Background: an optimization exercise with open tools, aiming at small area and a short achievable clock period. Do not read the settings as production practice. Function was checked by simulation only, so behaviour that the tests miss may differ from the original. Power figures rest on the tool's default switching activity, not on a simulated workload.

==> design/flow/design.v <==
`timescale 1ns / 1ps
module LabFPGA2 #(
	parameter int WIDTH = 24,
	parameter int DIVIDER = 40
)(
	input		logic					clk_i,
										rst_i,
										en_reg_i,
										sw_reg_b_i,
										slct_op_i,
										slct_byte_i,
										slct_sb_i,
	input		logic	[3:0]			cntrl_alu_i,
	input		logic	[3:0]			op_i,
	output	logic	[3:0]			flag_o,
	output	logic	[41:0]		display_o,
	output	logic	[1:0]			counter_slct_op_o,
										counter_slct_byte_o,
	output 	logic					sb_op_o
);
	logic [23:0] reg_a, reg_b;
	logic [1:0]  counter_slct_byte, counter_slct_op;
	logic        sb_op, en_slct_sb, en_slct_byte;
	assign counter_slct_op_o   = counter_slct_op;
	assign counter_slct_byte_o = counter_slct_byte;
	assign sb_op_o             = sb_op;
	logic [3:0] btn_n;
	logic [5:0] db_cnt [4];
	logic [3:0] pulse, idle, last;
	assign btn_n = {slct_sb_i, slct_byte_i, slct_op_i, en_reg_i};
	always_ff @(posedge clk_i) begin
		for (int k = 0; k < 4; k++) begin
			if (!rst_i || last[k])               db_cnt[k] <= 6'd0;
			else if (idle[k])                    db_cnt[k] <= btn_n[k] ? 6'd0 : 6'd24;
			else db_cnt[k] <= {db_cnt[k][4:0], db_cnt[k][5] ^ db_cnt[k][4]};
		end
	end
	always_comb for (int k = 0; k < 4; k++) begin
		idle[k]  = ~|db_cnt[k][3:0];
		pulse[k] = ~db_cnt[k][0] & ~db_cnt[k][1] & ~db_cnt[k][2] & db_cnt[k][4];
		last[k]  = ~db_cnt[k][1] & db_cnt[k][2] & db_cnt[k][3] & ~db_cnt[k][4] & ~db_cnt[k][5];
	end
	wire en_reg    = pulse[0];
	wire slct_op   = pulse[1];
	wire slct_byte = pulse[2];
	wire slct_sb   = pulse[3];
	always_ff @(posedge clk_i) begin
		if (!rst_i) begin
			counter_slct_byte <= 2'd0;
			en_slct_sb        <= 1'b0;
		end else if (en_slct_byte) begin
			counter_slct_byte <= 2'd0;
		end else if (slct_byte) begin
			en_slct_sb        <= 1'b1;
			counter_slct_byte <= {counter_slct_byte[0], ~counter_slct_byte[1] & ~counter_slct_byte[0]};
		end else begin
			en_slct_sb        <= 1'b0;
		end
	end
	always_ff @(posedge clk_i) begin
		if (!rst_i) begin
			counter_slct_op <= 2'd0;
			en_slct_byte    <= 1'b0;
		end else begin
			en_slct_byte <= slct_op;
			if (slct_op)
				counter_slct_op <= {counter_slct_op[0], ~counter_slct_op[1] & ~counter_slct_op[0]};
		end
	end
	always_ff @(posedge clk_i) begin
		if (!rst_i)          sb_op <= 1'b0;
		else if (en_slct_sb) sb_op <= 1'b0;
		else if (slct_sb)    sb_op <= ~sb_op;
	end
	logic [5:0] nib_sel;
	always_comb begin
		nib_sel[0] = ~counter_slct_byte[1] & ~counter_slct_byte[0] & ~sb_op;
		nib_sel[1] = ~counter_slct_byte[1] & ~counter_slct_byte[0] &  sb_op;
		nib_sel[2] =  counter_slct_byte[0] & ~sb_op;
		nib_sel[3] =  counter_slct_byte[0] &  sb_op;
		nib_sel[4] =  counter_slct_byte[1] & ~sb_op;
		nib_sel[5] =  counter_slct_byte[1] &  sb_op;
	end
	wire we_a  = en_reg & ~counter_slct_op[0];
	wire we_b  = en_reg &  counter_slct_op[0];
	wire ld_br = we_b & sw_reg_b_i;
	logic [24:0] r;
	always_ff @(posedge clk_i) begin
		if (!rst_i) begin
			reg_a <= 24'd0;
			reg_b <= 24'd0;
		end else begin
			for (int n = 0; n < 6; n++) begin
				if (we_a & nib_sel[n])      reg_a[4*n +: 4] <= op_i;
				if (ld_br)                  reg_b[4*n +: 4] <= r[4*n +: 4];
				else if (we_b & nib_sel[n]) reg_b[4*n +: 4] <= op_i;
			end
		end
	end
	logic [23:0] a, b;
	logic [24:0] shl, shr, c_add, c_sub, c_inc, c_dec;
	assign a = reg_a;
	assign b = reg_b;
	alu_dp u_dp (.a(a), .b(b), .c_add(c_add), .c_sub(c_sub), .c_inc(c_inc), .c_dec(c_dec), .shl(shl), .shr(shr));
	alu_out u_out (.cntrl_alu_i(cntrl_alu_i), .a(a), .b(b), .view(counter_slct_op),
		.c_add(c_add), .c_sub(c_sub), .c_inc(c_inc), .c_dec(c_dec), .shl(shl), .shr(shr),
		.r(r), .flag_o(flag_o), .display_o(display_o));
endmodule
module alu_dp (
	input  logic [23:0] a,
	input  logic [23:0] b,
	output logic [24:0] c_add,
	output logic [24:0] c_sub,
	output logic [24:0] c_inc,
	output logic [24:0] c_dec,
	output logic [24:0] shl,
	output logic [24:0] shr
);
	wire ga0 = a[0] & b[0];
	wire ga1 = a[1] & b[1];
	wire ga2 = a[2] & b[2];
	wire ga3 = a[3] & b[3];
	wire ga4 = a[4] & b[4];
	wire ga5 = a[5] & b[5];
	wire ga6 = a[6] & b[6];
	wire ga7 = a[7] & b[7];
	wire ga8 = a[8] & b[8];
	wire ga9 = a[9] & b[9];
	wire ga10 = a[10] & b[10];
	wire ga11 = a[11] & b[11];
	wire ga12 = a[12] & b[12];
	wire ga13 = a[13] & b[13];
	wire ga14 = a[14] & b[14];
	wire ga15 = a[15] & b[15];
	wire ga16 = a[16] & b[16];
	wire ga17 = a[17] & b[17];
	wire ga18 = a[18] & b[18];
	wire ga19 = a[19] & b[19];
	wire ga20 = a[20] & b[20];
	wire ga21 = a[21] & b[21];
	wire ga22 = a[22] & b[22];
	wire ga23 = a[23] & b[23];
	wire pa0 = a[0] ^ b[0];
	wire pa1 = a[1] ^ b[1];
	wire pa2 = a[2] ^ b[2];
	wire pa3 = a[3] ^ b[3];
	wire pa4 = a[4] ^ b[4];
	wire pa5 = a[5] ^ b[5];
	wire pa6 = a[6] ^ b[6];
	wire pa7 = a[7] ^ b[7];
	wire pa8 = a[8] ^ b[8];
	wire pa9 = a[9] ^ b[9];
	wire pa10 = a[10] ^ b[10];
	wire pa11 = a[11] ^ b[11];
	wire pa12 = a[12] ^ b[12];
	wire pa13 = a[13] ^ b[13];
	wire pa14 = a[14] ^ b[14];
	wire pa15 = a[15] ^ b[15];
	wire pa16 = a[16] ^ b[16];
	wire pa17 = a[17] ^ b[17];
	wire pa18 = a[18] ^ b[18];
	wire pa19 = a[19] ^ b[19];
	wire pa20 = a[20] ^ b[20];
	wire pa21 = a[21] ^ b[21];
	wire pa22 = a[22] ^ b[22];
	wire pa23 = a[23] ^ b[23];
	wire t0 = ga1 | (pa1 & ga0);
	wire t1 = pa1 & pa0;
	wire t2 = ga3 | (pa3 & ga2);
	wire t3 = pa3 & pa2;
	wire t4 = ga5 | (pa5 & ga4);
	wire t5 = pa5 & pa4;
	wire t6 = ga7 | (pa7 & ga6);
	wire t7 = pa7 & pa6;
	wire t8 = ga9 | (pa9 & ga8);
	wire t9 = pa9 & pa8;
	wire t10 = ga11 | (pa11 & ga10);
	wire t11 = pa11 & pa10;
	wire t12 = ga13 | (pa13 & ga12);
	wire t13 = pa13 & pa12;
	wire t14 = ga15 | (pa15 & ga14);
	wire t15 = pa15 & pa14;
	wire t16 = ga17 | (pa17 & ga16);
	wire t17 = pa17 & pa16;
	wire t18 = ga19 | (pa19 & ga18);
	wire t19 = pa19 & pa18;
	wire t20 = ga21 | (pa21 & ga20);
	wire t21 = pa21 & pa20;
	wire t22 = ga23 | (pa23 & ga22);
	wire t23 = pa23 & pa22;
	wire t24 = ga2 | (pa2 & t0);
	wire t25 = pa2 & t1;
	wire t26 = t2 | (t3 & t0);
	wire t27 = t3 & t1;
	wire t28 = ga6 | (pa6 & t4);
	wire t29 = pa6 & t5;
	wire t30 = t6 | (t7 & t4);
	wire t31 = t7 & t5;
	wire t32 = ga10 | (pa10 & t8);
	wire t33 = pa10 & t9;
	wire t34 = t10 | (t11 & t8);
	wire t35 = t11 & t9;
	wire t36 = ga14 | (pa14 & t12);
	wire t37 = pa14 & t13;
	wire t38 = t14 | (t15 & t12);
	wire t39 = t15 & t13;
	wire t40 = ga18 | (pa18 & t16);
	wire t41 = pa18 & t17;
	wire t42 = t18 | (t19 & t16);
	wire t43 = t19 & t17;
	wire t44 = ga22 | (pa22 & t20);
	wire t45 = pa22 & t21;
	wire t46 = t22 | (t23 & t20);
	wire t47 = t23 & t21;
	wire t48 = ga4 | (pa4 & t26);
	wire t49 = pa4 & t27;
	wire t50 = t4 | (t5 & t26);
	wire t51 = t5 & t27;
	wire t52 = t28 | (t29 & t26);
	wire t53 = t29 & t27;
	wire t54 = t30 | (t31 & t26);
	wire t55 = t31 & t27;
	wire t56 = ga12 | (pa12 & t34);
	wire t57 = pa12 & t35;
	wire t58 = t12 | (t13 & t34);
	wire t59 = t13 & t35;
	wire t60 = t36 | (t37 & t34);
	wire t61 = t37 & t35;
	wire t62 = t38 | (t39 & t34);
	wire t63 = t39 & t35;
	wire t64 = ga20 | (pa20 & t42);
	wire t65 = pa20 & t43;
	wire t66 = t20 | (t21 & t42);
	wire t67 = t21 & t43;
	wire t68 = t44 | (t45 & t42);
	wire t69 = t45 & t43;
	wire t70 = t46 | (t47 & t42);
	wire t71 = t47 & t43;
	wire t72 = ga8 | (pa8 & t54);
	wire t73 = pa8 & t55;
	wire t74 = t8 | (t9 & t54);
	wire t75 = t9 & t55;
	wire t76 = t32 | (t33 & t54);
	wire t77 = t33 & t55;
	wire t78 = t34 | (t35 & t54);
	wire t79 = t35 & t55;
	wire t80 = t56 | (t57 & t54);
	wire t81 = t57 & t55;
	wire t82 = t58 | (t59 & t54);
	wire t83 = t59 & t55;
	wire t84 = t60 | (t61 & t54);
	wire t85 = t61 & t55;
	wire t86 = t62 | (t63 & t54);
	wire t87 = t63 & t55;
	wire t88 = ga16 | (pa16 & t86);
	wire t89 = pa16 & t87;
	wire t90 = t16 | (t17 & t86);
	wire t91 = t17 & t87;
	wire t92 = t40 | (t41 & t86);
	wire t93 = t41 & t87;
	wire t94 = t42 | (t43 & t86);
	wire t95 = t43 & t87;
	wire t96 = t64 | (t65 & t86);
	wire t97 = t65 & t87;
	wire t98 = t66 | (t67 & t86);
	wire t99 = t67 & t87;
	wire t100 = t68 | (t69 & t86);
	wire t101 = t69 & t87;
	wire t102 = t70 | (t71 & t86);
	wire t103 = t71 & t87;
	wire gs0 = a[0] | ~b[0];
	wire gs1 = a[1] & ~b[1];
	wire gs2 = a[2] & ~b[2];
	wire gs3 = a[3] & ~b[3];
	wire gs4 = a[4] & ~b[4];
	wire gs5 = a[5] & ~b[5];
	wire gs6 = a[6] & ~b[6];
	wire gs7 = a[7] & ~b[7];
	wire gs8 = a[8] & ~b[8];
	wire gs9 = a[9] & ~b[9];
	wire gs10 = a[10] & ~b[10];
	wire gs11 = a[11] & ~b[11];
	wire gs12 = a[12] & ~b[12];
	wire gs13 = a[13] & ~b[13];
	wire gs14 = a[14] & ~b[14];
	wire gs15 = a[15] & ~b[15];
	wire gs16 = a[16] & ~b[16];
	wire gs17 = a[17] & ~b[17];
	wire gs18 = a[18] & ~b[18];
	wire gs19 = a[19] & ~b[19];
	wire gs20 = a[20] & ~b[20];
	wire gs21 = a[21] & ~b[21];
	wire gs22 = a[22] & ~b[22];
	wire gs23 = a[23] & ~b[23];
	wire ps0 = ~pa0;
	wire ps1 = ~pa1;
	wire ps2 = ~pa2;
	wire ps3 = ~pa3;
	wire ps4 = ~pa4;
	wire ps5 = ~pa5;
	wire ps6 = ~pa6;
	wire ps7 = ~pa7;
	wire ps8 = ~pa8;
	wire ps9 = ~pa9;
	wire ps10 = ~pa10;
	wire ps11 = ~pa11;
	wire ps12 = ~pa12;
	wire ps13 = ~pa13;
	wire ps14 = ~pa14;
	wire ps15 = ~pa15;
	wire ps16 = ~pa16;
	wire ps17 = ~pa17;
	wire ps18 = ~pa18;
	wire ps19 = ~pa19;
	wire ps20 = ~pa20;
	wire ps21 = ~pa21;
	wire ps22 = ~pa22;
	wire ps23 = ~pa23;
	wire t104 = gs1 | (ps1 & gs0);
	wire t105 = ps1 & ps0;
	wire t106 = gs3 | (ps3 & gs2);
	wire t107 = ps3 & ps2;
	wire t108 = gs5 | (ps5 & gs4);
	wire t109 = ps5 & ps4;
	wire t110 = gs7 | (ps7 & gs6);
	wire t111 = ps7 & ps6;
	wire t112 = gs9 | (ps9 & gs8);
	wire t113 = ps9 & ps8;
	wire t114 = gs11 | (ps11 & gs10);
	wire t115 = ps11 & ps10;
	wire t116 = gs13 | (ps13 & gs12);
	wire t117 = ps13 & ps12;
	wire t118 = gs15 | (ps15 & gs14);
	wire t119 = ps15 & ps14;
	wire t120 = gs17 | (ps17 & gs16);
	wire t121 = ps17 & ps16;
	wire t122 = gs19 | (ps19 & gs18);
	wire t123 = ps19 & ps18;
	wire t124 = gs21 | (ps21 & gs20);
	wire t125 = ps21 & ps20;
	wire t126 = gs23 | (ps23 & gs22);
	wire t127 = ps23 & ps22;
	wire t128 = gs2 | (ps2 & t104);
	wire t129 = ps2 & t105;
	wire t130 = t106 | (t107 & t104);
	wire t131 = t107 & t105;
	wire t132 = gs6 | (ps6 & t108);
	wire t133 = ps6 & t109;
	wire t134 = t110 | (t111 & t108);
	wire t135 = t111 & t109;
	wire t136 = gs10 | (ps10 & t112);
	wire t137 = ps10 & t113;
	wire t138 = t114 | (t115 & t112);
	wire t139 = t115 & t113;
	wire t140 = gs14 | (ps14 & t116);
	wire t141 = ps14 & t117;
	wire t142 = t118 | (t119 & t116);
	wire t143 = t119 & t117;
	wire t144 = gs18 | (ps18 & t120);
	wire t145 = ps18 & t121;
	wire t146 = t122 | (t123 & t120);
	wire t147 = t123 & t121;
	wire t148 = gs22 | (ps22 & t124);
	wire t149 = ps22 & t125;
	wire t150 = t126 | (t127 & t124);
	wire t151 = t127 & t125;
	wire t152 = gs4 | (ps4 & t130);
	wire t153 = ps4 & t131;
	wire t154 = t108 | (t109 & t130);
	wire t155 = t109 & t131;
	wire t156 = t132 | (t133 & t130);
	wire t157 = t133 & t131;
	wire t158 = t134 | (t135 & t130);
	wire t159 = t135 & t131;
	wire t160 = gs12 | (ps12 & t138);
	wire t161 = ps12 & t139;
	wire t162 = t116 | (t117 & t138);
	wire t163 = t117 & t139;
	wire t164 = t140 | (t141 & t138);
	wire t165 = t141 & t139;
	wire t166 = t142 | (t143 & t138);
	wire t167 = t143 & t139;
	wire t168 = gs20 | (ps20 & t146);
	wire t169 = ps20 & t147;
	wire t170 = t124 | (t125 & t146);
	wire t171 = t125 & t147;
	wire t172 = t148 | (t149 & t146);
	wire t173 = t149 & t147;
	wire t174 = t150 | (t151 & t146);
	wire t175 = t151 & t147;
	wire t176 = gs8 | (ps8 & t158);
	wire t177 = ps8 & t159;
	wire t178 = t112 | (t113 & t158);
	wire t179 = t113 & t159;
	wire t180 = t136 | (t137 & t158);
	wire t181 = t137 & t159;
	wire t182 = t138 | (t139 & t158);
	wire t183 = t139 & t159;
	wire t184 = t160 | (t161 & t158);
	wire t185 = t161 & t159;
	wire t186 = t162 | (t163 & t158);
	wire t187 = t163 & t159;
	wire t188 = t164 | (t165 & t158);
	wire t189 = t165 & t159;
	wire t190 = t166 | (t167 & t158);
	wire t191 = t167 & t159;
	wire t192 = gs16 | (ps16 & t190);
	wire t193 = ps16 & t191;
	wire t194 = t120 | (t121 & t190);
	wire t195 = t121 & t191;
	wire t196 = t144 | (t145 & t190);
	wire t197 = t145 & t191;
	wire t198 = t146 | (t147 & t190);
	wire t199 = t147 & t191;
	wire t200 = t168 | (t169 & t190);
	wire t201 = t169 & t191;
	wire t202 = t170 | (t171 & t190);
	wire t203 = t171 & t191;
	wire t204 = t172 | (t173 & t190);
	wire t205 = t173 & t191;
	wire t206 = t174 | (t175 & t190);
	wire t207 = t175 & t191;
	wire t208 = a[1] & a[0];
	wire t209 = a[3] & a[2];
	wire t210 = a[5] & a[4];
	wire t211 = a[7] & a[6];
	wire t212 = a[9] & a[8];
	wire t213 = a[11] & a[10];
	wire t214 = a[13] & a[12];
	wire t215 = a[15] & a[14];
	wire t216 = a[17] & a[16];
	wire t217 = a[19] & a[18];
	wire t218 = a[21] & a[20];
	wire t219 = a[23] & a[22];
	wire t220 = a[2] & t208;
	wire t221 = t209 & t208;
	wire t222 = a[6] & t210;
	wire t223 = t211 & t210;
	wire t224 = a[10] & t212;
	wire t225 = t213 & t212;
	wire t226 = a[14] & t214;
	wire t227 = t215 & t214;
	wire t228 = a[18] & t216;
	wire t229 = t217 & t216;
	wire t230 = a[22] & t218;
	wire t231 = t219 & t218;
	wire t232 = a[4] & t221;
	wire t233 = t210 & t221;
	wire t234 = t222 & t221;
	wire t235 = t223 & t221;
	wire t236 = a[12] & t225;
	wire t237 = t214 & t225;
	wire t238 = t226 & t225;
	wire t239 = t227 & t225;
	wire t240 = a[20] & t229;
	wire t241 = t218 & t229;
	wire t242 = t230 & t229;
	wire t243 = t231 & t229;
	wire t244 = a[8] & t235;
	wire t245 = t212 & t235;
	wire t246 = t224 & t235;
	wire t247 = t225 & t235;
	wire t248 = t236 & t235;
	wire t249 = t237 & t235;
	wire t250 = t238 & t235;
	wire t251 = t239 & t235;
	wire t252 = a[16] & t251;
	wire t253 = t216 & t251;
	wire t254 = t228 & t251;
	wire t255 = t229 & t251;
	wire t256 = t240 & t251;
	wire t257 = t241 & t251;
	wire t258 = t242 & t251;
	wire t259 = t243 & t251;
	wire t260 = ~a[1] & ~a[0];
	wire t261 = ~a[3] & ~a[2];
	wire t262 = ~a[5] & ~a[4];
	wire t263 = ~a[7] & ~a[6];
	wire t264 = ~a[9] & ~a[8];
	wire t265 = ~a[11] & ~a[10];
	wire t266 = ~a[13] & ~a[12];
	wire t267 = ~a[15] & ~a[14];
	wire t268 = ~a[17] & ~a[16];
	wire t269 = ~a[19] & ~a[18];
	wire t270 = ~a[21] & ~a[20];
	wire t271 = ~a[23] & ~a[22];
	wire t272 = ~a[2] & t260;
	wire t273 = t261 & t260;
	wire t274 = ~a[6] & t262;
	wire t275 = t263 & t262;
	wire t276 = ~a[10] & t264;
	wire t277 = t265 & t264;
	wire t278 = ~a[14] & t266;
	wire t279 = t267 & t266;
	wire t280 = ~a[18] & t268;
	wire t281 = t269 & t268;
	wire t282 = ~a[22] & t270;
	wire t283 = t271 & t270;
	wire t284 = ~a[4] & t273;
	wire t285 = t262 & t273;
	wire t286 = t274 & t273;
	wire t287 = t275 & t273;
	wire t288 = ~a[12] & t277;
	wire t289 = t266 & t277;
	wire t290 = t278 & t277;
	wire t291 = t279 & t277;
	wire t292 = ~a[20] & t281;
	wire t293 = t270 & t281;
	wire t294 = t282 & t281;
	wire t295 = t283 & t281;
	wire t296 = ~a[8] & t287;
	wire t297 = t264 & t287;
	wire t298 = t276 & t287;
	wire t299 = t277 & t287;
	wire t300 = t288 & t287;
	wire t301 = t289 & t287;
	wire t302 = t290 & t287;
	wire t303 = t291 & t287;
	wire t304 = ~a[16] & t303;
	wire t305 = t268 & t303;
	wire t306 = t280 & t303;
	wire t307 = t281 & t303;
	wire t308 = t292 & t303;
	wire t309 = t293 & t303;
	wire t310 = t294 & t303;
	wire t311 = t295 & t303;
	assign c_add = {t102, t100, t98, t96, t94, t92, t90, t88, t86, t84, t82, t80, t78, t76, t74, t72, t54, t52, t50, t48, t26, t24, t0, ga0, 1'b0};
	assign c_sub = {t206, t204, t202, t200, t198, t196, t194, t192, t190, t188, t186, t184, t182, t180, t178, t176, t158, t156, t154, t152, t130, t128, t104, gs0, 1'b1};
	assign c_inc = {t259, t258, t257, t256, t255, t254, t253, t252, t251, t250, t249, t248, t247, t246, t245, t244, t235, t234, t233, t232, t221, t220, t208, a[0], 1'b1};
	assign c_dec = ~{t311, t310, t309, t308, t307, t306, t305, t304, t303, t302, t301, t300, t299, t298, t297, t296, t287, t286, t285, t284, t273, t272, t260, ~a[0], 1'b1};
	assign shl = {1'b0, a} << b[4:0];
	assign shr = {1'b0, a} >> b[4:0];
endmodule
module alu_out (
	input  logic [3:0]  cntrl_alu_i,
	input  logic [23:0] a,
	input  logic [23:0] b,
	input  logic [1:0]  view,
	input  logic [24:0] c_add,
	input  logic [24:0] c_sub,
	input  logic [24:0] c_inc,
	input  logic [24:0] c_dec,
	input  logic [24:0] shl,
	input  logic [24:0] shr,
	output logic [24:0] r,
	output logic [3:0]  flag_o,
	output logic [41:0] display_o
);
	logic [15:0] s;
	always_comb for (int k = 0; k < 16; k++) s[k] = (cntrl_alu_i == k);
	wire big = |b[23:5];
	logic [3:0] tt;
	always_comb begin
		case (cntrl_alu_i)
			4'd0, 4'd9, 4'd10: tt = 4'b0110;    
			4'd1:              tt = 4'b1001;    
			4'd2, 4'd6:        tt = 4'b1100;    
			4'd3:              tt = 4'b0011;    
			4'd4:              tt = 4'b1000;    
			4'd7:              tt = 4'b0101;    
			4'd8:              tt = 4'b0111;    
			default:           tt = 4'b0000;
		endcase
	end
	logic [23:0] x, y;
	always_comb for (int k = 0; k < 24; k++) x[k] = tt[{a[k], b[k]}];
	assign y = ({24{s[0]}} & c_add[23:0]) | ({24{s[1]}} & c_sub[23:0])
	         | ({24{s[2]}} & c_inc[23:0]) | ({24{s[3]}} & c_dec[23:0]);
	wire r24 = (s[0] & c_add[24]) | (s[1] & ~c_sub[24]) | (s[2] & c_inc[24]) | (s[3] & ~c_dec[24])
	         | s[7] | s[8] | (s[11] & ~big & shl[24]);
	wire lt = ~c_sub[24];
	wire bit0x = (s[5] & ((|a) | (|b))) | (s[13] & lt) | (s[14] & ~lt);
	assign r = {r24, (x ^ (y | ({24{s[11] & ~big}} & shl[23:0]) | ({24{s[12] & ~big}} & shr[23:0]))) | {23'd0, bit0x}};
	assign flag_o[0] = (r == 25'd0);
	assign flag_o[1] = r[23];
	assign flag_o[2] = r[24];
	assign flag_o[3] = r[24];
	logic [23:0] display;
	always_comb begin
		case (view)
			2'b00:   display = a;
			2'b01:   display = b;
			default: display = r[23:0];
		endcase
	end
	always_comb begin
		for (int i = 0; i < 6; i++) begin
			case (display[4*i +: 4])
				4'h0: display_o[7*i +: 7] = 7'b100_0000;
				4'h1: display_o[7*i +: 7] = 7'b111_1001;
				4'h2: display_o[7*i +: 7] = 7'b010_0100;
				4'h3: display_o[7*i +: 7] = 7'b011_0000;
				4'h4: display_o[7*i +: 7] = 7'b001_1001;
				4'h5: display_o[7*i +: 7] = 7'b001_0010;
				4'h6: display_o[7*i +: 7] = 7'b000_0010;
				4'h7: display_o[7*i +: 7] = 7'b111_1000;
				4'h8: display_o[7*i +: 7] = 7'b000_0000;
				4'h9: display_o[7*i +: 7] = 7'b001_1000;
				4'ha: display_o[7*i +: 7] = 7'b000_1000;
				4'hb: display_o[7*i +: 7] = 7'b000_0011;
				4'hc: display_o[7*i +: 7] = 7'b100_0110;
				4'hd: display_o[7*i +: 7] = 7'b010_0001;
				4'he: display_o[7*i +: 7] = 7'b000_0110;
				default: display_o[7*i +: 7] = 7'b000_1110;
			endcase
		end
	end
endmodule
==> design/flow/flow/run.sh <==
#!/bin/bash
# Own layout flow: the standard ORFS flow (standard.sh) with
#  - the standard synthesis script (synth_recipe.tcl, hierarchical), but ABC's mapping run
#    on each module separately: flow/abc_dp.script on the operand
#    datapath alu_dp, flow/abc_area.script on alu_out and the top module, without the
#    slow cells listed in flow/dont_use.txt; and no full/half-adder cell extraction;
#  - port buffers of type buf_2;
#  - extra ORFS settings from flow/knobs.txt (one VAR=value per line).
# The make output goes to flow_make.log; ORFS keeps each step's log under orfs/logs.
set -euo pipefail
W=$(pwd)
cat > "$W/my_synth.tcl" <<EOT
proc abc {args} {
  set i [lsearch -exact \$args -script]
  set j [expr {\$i + 1}]
  set a [lreplace \$args \$j \$j $W/flow/abc_area.script]
  set f [open $W/flow/dont_use.txt r]
  foreach c [split [string trim [read \$f]]] { if {\$c ne ""} { lappend a -dont_use \$c } }
  close \$f
  set d [lreplace \$a \$j \$j $W/flow/abc_dp.script]
  yosys abc {*}\$d alu_dp
  yosys abc {*}\$a alu_out
  yosys abc {*}\$a LabFPGA2
}
source $W/synth_recipe.tcl
EOT
KNOBS=()
while IFS= read -r line; do
  [[ -z "$line" || "$line" == \#* ]] && continue
  KNOBS+=("$line")
done < "$W/flow/knobs.txt"
bash "$W/standard.sh" \
  "SYNTH_SCRIPT=$W/my_synth.tcl" \
  "ADDER_MAP_FILE=" \
  "BUFFER_PORTS_ARGS=-buffer_cell sky130_fd_sc_hd__buf_2" \
  "${KNOBS[@]}" \
  finish > "$W/flow_make.log" 2>&1
==> design/flow/flow/abc_area.script <==
strash
&get -n
&st
&dch -f
&nf -R 1000 -p
&put
mfs2
strash
&get -n
&dch -f
&nf -R 1000 -p
&put
topo
stime -c
dnsize -c
==> design/flow/flow/abc_dp.script <==
strash
&get -n
&st
&dch -f
&nf -R 1000 -p
&put
mfs2
strash
&get -n
&dch -f
&nf -R 1000 -p
&put
topo
stime -c
buffer -c
upsize -c
dnsize -c
==> design/flow/flow/dont_use.txt <==
sky130_fd_sc_hd__a222oi_1 sky130_fd_sc_hd__or4_1 sky130_fd_sc_hd__or4_2 sky130_fd_sc_hd__or4_4 sky130_fd_sc_hd__or4b_1 sky130_fd_sc_hd__or4b_2 sky130_fd_sc_hd__or4b_4 sky130_fd_sc_hd__or4bb_1 sky130_fd_sc_hd__or4bb_2 sky130_fd_sc_hd__or4bb_4 sky130_fd_sc_hd__or3_1 sky130_fd_sc_hd__or3_2 sky130_fd_sc_hd__or3_4 sky130_fd_sc_hd__or3b_1 sky130_fd_sc_hd__or3b_2 sky130_fd_sc_hd__or3b_4 sky130_fd_sc_hd__mux4_1 sky130_fd_sc_hd__mux4_2 sky130_fd_sc_hd__mux4_4 sky130_fd_sc_hd__nor4_1 sky130_fd_sc_hd__nor4_2 sky130_fd_sc_hd__nor4_4 sky130_fd_sc_hd__nor4b_1 sky130_fd_sc_hd__nor4b_2 sky130_fd_sc_hd__nor4b_4 sky130_fd_sc_hd__nor4bb_1 sky130_fd_sc_hd__nor4bb_2 sky130_fd_sc_hd__nor4bb_4 sky130_fd_sc_hd__a2111oi_0 sky130_fd_sc_hd__a2111oi_1 sky130_fd_sc_hd__a2111oi_2 sky130_fd_sc_hd__a2111oi_4 sky130_fd_sc_hd__o2111ai_1 sky130_fd_sc_hd__o2111ai_2 sky130_fd_sc_hd__o2111ai_4 sky130_fd_sc_hd__a2111o_1 sky130_fd_sc_hd__a2111o_2 sky130_fd_sc_hd__a2111o_4 sky130_fd_sc_hd__o2111a_1 sky130_fd_sc_hd__o2111a_2 sky130_fd_sc_hd__o2111a_4 sky130_fd_sc_hd__or2_0 sky130_fd_sc_hd__or2_1 sky130_fd_sc_hd__or2_2 sky130_fd_sc_hd__or2_4 sky130_fd_sc_hd__and2_0 sky130_fd_sc_hd__and2_1 sky130_fd_sc_hd__and2_2 sky130_fd_sc_hd__and2_4
==> design/flow/flow/knobs.txt <==
ABC_AREA=1
SETUP_SLACK_MARGIN=4
CORE_UTILIZATION=65
CTS_BUF_LIST=sky130_fd_sc_hd__clkbuf_8
CTS_CLUSTER_SIZE=40
==> design/flow/standard.sh <==
#!/bin/bash
# synth_recipe.tcl (not shown) runs the flow's synth.tcl, then flattens the netlist and writes it again
# the make line also repeats each setting of config.mk as NAME=value (left out here)
make -C /OpenROAD-flow-scripts/flow DESIGN_CONFIG=/design/flow/config.mk WORK_HOME=/design/flow/orfs CLKGATE_MAP_FILE= SYNTH_SCRIPT=/design/flow/synth_recipe.tcl "${@:-finish}"
==> design/flow/config.mk <==
export PLATFORM = sky130hd
export DESIGN_NAME = LabFPGA2
export DESIGN_NICKNAME = LabFPGA2
export VERILOG_FILES = /design/flow/design.v
export SDC_FILE = /design/flow/constraint.sdc
export NUM_CORES = 4
export LEC_CHECK = 0
export CAP_MARGIN = 20
export CORE_MARGIN = 2
export CORE_UTILIZATION = 40
export SLEW_MARGIN = 20
export SYNTH_HIERARCHICAL = 1
==> design/flow/constraint.sdc <==
create_clock -name core_clock -period 12.0 [get_ports {clk_i}]
set_input_delay 2.4000 -clock core_clock [delete_from_list [all_inputs] [get_ports {clk_i}]]
set_output_delay 2.4000 -clock core_clock [all_outputs]
set_load 0.01 [all_outputs]
==> run notes <==
layer usage:
layer  vias to the layer above  global-route usage (%)
li1                       5688                       -
met1                      5353                    56.7
met2                       894                    62.6
met3                       169                    11.7
met4                         0                    21.3
met5                         -                       0
placed cells by master, fill, tap and decap left out, types with 6 or more instances in the layout:
cell type	n
xor2_1	15
a21oi_2	13
a221oi_2	8
nand2_1	253
nand4_1	7
maj3_1	10
xnor2_1	26
nand3_1	67
a221oi_1	15
buf_2	66
mux2i_1	11
o21a_1	6
dfxtp_1	74
inv_1	39
o21ai_0	133
nor3_1	18
a22o_1	18
a31oi_1	30
o22ai_1	29
clkbuf_8	9
a221o_1	8
nor2b_1	20
buf_4	35
a211oi_1	21
a21oi_1	148
a22oi_1	47
nor2_1	253
clkinv_1	16
nand2b_1	50
o211ai_1	13
and3_1	33
sequential cells by signal, summed over array words and instances (netlist names):
signal             cells
db_cnt                24
reg_a                 24
reg_b                 24
counter_slct_byte      2
counter_slct_op        2
en_slct_byte           1
en_slct_sb             1
sb_op                  1
final cells by class:
type                    instances  area share, %
clock buffers                   9           1.18
clock inverters                 7          0.931
inverters                      59           2.17
multi-input cells            1348           71.8
flip-flops and latches         79           15.2
well taps                     188           2.24
repair buffers                105           6.50
what timing repair did:
| item | 4_1_cts | 5_1_grt |
|---|---|---|
| setup endpoints to repair | 43 | 41 |
| pin swaps | 3 | 14 |
| cloned | 1 | 1 |
| setup buffers | 7 | 9 |
| gates resized for setup | 15 | 44 |
final timing paths:
kind / startpoint / slack (ps) / end
max reg2reg: reg_b[1]$_SDFFE_PN0P_ / 7320 / reg_b[22]$_SDFFE_PN0P_
max: cntrl_alu_i[2] / 4130 / flag_o[0]
min: db_cnt[1][1]$_SDFF_PP0_ / 470 / db_cnt[1][2]$_SDFF_PP0_
min reg2reg: db_cnt[1][1]$_SDFF_PP0_ / 470 / db_cnt[1][2]$_SDFF_PP0_
per-stage QoR:
stage          setup WS (ps)  utilization [%]  hold WS, ps  cell area, um2  std cells
2_1_floorplan           4030                -          411            9900       1617
3_3_place_gp            3510             65.5          432            9850       1761
3_5_place_dp            3320             65.5          423            9850       1761
4_1_cts                 4000             67.9          470           10200       1785
5_1_grt                 4000             69.7          486           10500       1795
6_report                4130             69.7          472           10500       1795
worst register-to-register path: stages, from the launching register on:
cell	delay [ps]
dfxtp_4	430
buf_12	140
inv_4	80
maj3_2	330
maj3_2	330
maj3_2	330
maj3_2	330
nor2_2	100
a21oi_2	60
a21oi_2	160
nor2b_2	80
a221oi_4	320
o31a_4	250
nor3_2	70
nor2_2	120
o21ai_1	90
a221o_1	350
a221oi_2	210
xor2_1	290
buf_4	170
buf_4	110
nand3_1	80
a31oi_1	180
power by group:
group          internal (mW)  total (mW)  leakage (nW)  switching, mW
sequential             0.272       0.301         0.644         0.0285
combinational          0.150       0.428          3.65          0.278
clock                  0.117       0.221         0.105          0.104
total                  0.540       0.950          4.40          0.411
==> flow_metrics.py <==
metrics = {
    "worst_setup_path": {
        "cp.required_ps": 9600,
        "path_delay_family": "simple AND/OR/NAND/NOR gates",
        "start_kind": "input pin",
        "end_kind": "output port",
        "rr_worst_depth": 22,
        "cp.depth": 13,
        "crit_path_max_incr_delay_ps": 420,
        "critPathSlowestCell": "and3b_2",
        "critPathBufInv": 2,
        "arrival_ps": 5470,
        "critPathMaxFanout": 25,
        "setup.worst_path.class": "in2out",
        "crit_chain": "buf_2 > nor2_1 > and3b_2 > a22o_1 > a221o_1 > a221oi_2 > xnor2_1 > nor2_1 > nand2_1 > nor3_1 > nand3_1 > nor3_1 > buf_2",
    },
    "floorplan": {
        "dieWidth_um": 127,
        "io_pins": 66,
        "rows": 45,
        "coreArea_mm2": 0.0150,
        "start_util_pct": 65.8,
        "die-area_mm2": 0.0162,
        "die_y_um": 127,
    },
    "final_layout": {
        "fin_nets": 1617,
        "seq_area_mm2": 0.00160,
        "diodes": 0,
        "multi_input_area_mm2": 0.00752,
        "fillers": 1415,
        "area_growth_pct": 6.04,
        "layout-drive-gt1-share_pct": 11.6,
    },
    "routing": {
        "wl_per_cell_um": 19.8,
        "drt-initial-drc-count": 2091,
        "wl_met3_um": 4850,
        "via_count": 12100,
        "via_per_inst": 6.74,
        "finalWirelength_um": 35500,
        "first_pass_iters": 7,
        "drc": 0,
        "routedLengthMet1_um": 14000,
        "wl_met2_um": 14800,
        "drtAntennaViolNets": 0,
        "highest_layer": "met4",
    },
    "clock_tree": {
        "clk_latency_ps": 370,
        "cts_buffer_depth": 2,
        "cts_made_buffers": 9,
        "clkTransAtPathRegs_ps": 80,
        "cts_sinks": 79,
        "cts_root_buf": "clkbuf_8",
        "cts_tree": "built",
        "hold_buffers": 0,
        "htreeDepth": 3,
    },
    "timing": {
        "finalMaxSlewViolations": 0,
        "finalSetupViolCount": 0,
        "rsz0062_at_grt": "false",
        "hold_viol_final": 0,
        "worstMarginPinSlew_ps": 1060,
        "finalClockSkew_ps": 7.90,
        "fin_tns_setup_ps": 0,
        "relSlewSlack_pct": 29.1,
        "post-route-period-util_pct": 65.6,
        "max_clock_freq_mhz": 127,
        "period_needed_ps": 7870,
    },
    "global_route": {
        "grt_max_degree": 77,
        "grt_util_all_layers_pct": 42.4,
        "grt_pass1_wl_um": 55700,
        "grt-ovfl-total": 0,
        "grt_pass1_vias": 10500,
        "antenna_found_initial": 0,
    },
    "placed_design": {
        "gp_congestion": 1.03,
        "port_buffers": 65,
        "dp_hpwl_um": 24700,
    },
    "pwr": {
        "leakagePower_nw": 4.40,
        "cellPowerDensity_mw_per_mm2": 90.6,
        "ir_drop_v": 0.0000818,
        "total_power_mw": 0.950,
    },
    "flow_run": {
        "maxCapViolCount": 0,
    },
    "run_status": {
        "outcome": "timing/DRC/antenna clean",
    },
    "yosys": {
        "syn-instance-count": 1615,
        "avgSynthCellArea_um2": 6.12,
        "syn_area_mm2": 0.00989,
        "yosys_warnings": 9,
    },
    "min_path": {
        "worstHoldPathType": "reg2reg",
        "hold_depth": 2,
    },
}

-- re-timing with driven ports --
How much do the figures lean on ideal ports? The routed layout below was timed once more, with nothing changed but the port constraints.
Step 1 (the two cells are an assumption about what drives the block):
set clk [get_ports {clk_i}]
set_driving_cell -lib_cell sky130_fd_sc_hd__clkbuf_16 $clk
set_driving_cell -lib_cell sky130_fd_sc_hd__buf_2 [delete_from_list [all_inputs] $clk]
Step 2 adds t to the input delays and takes it off the output delays; t is the mean of the earliest and latest rising clock arrival at the registers after step 1. Input paths then give back, and output paths get back, about the clock's delay inside the block.
a / b / c = ideal / step 1 / step 2; a / b = the first two.
t (ns): 0.403
setup slack, ns: 4.129 / 4.107 / 4.107
worst slew at a driven data input, ns: 0.03
After both steps setup and hold are still met in this run. The setup slack of this run moves by -0.022 ns with the drivers and by -0.022 ns with both steps.
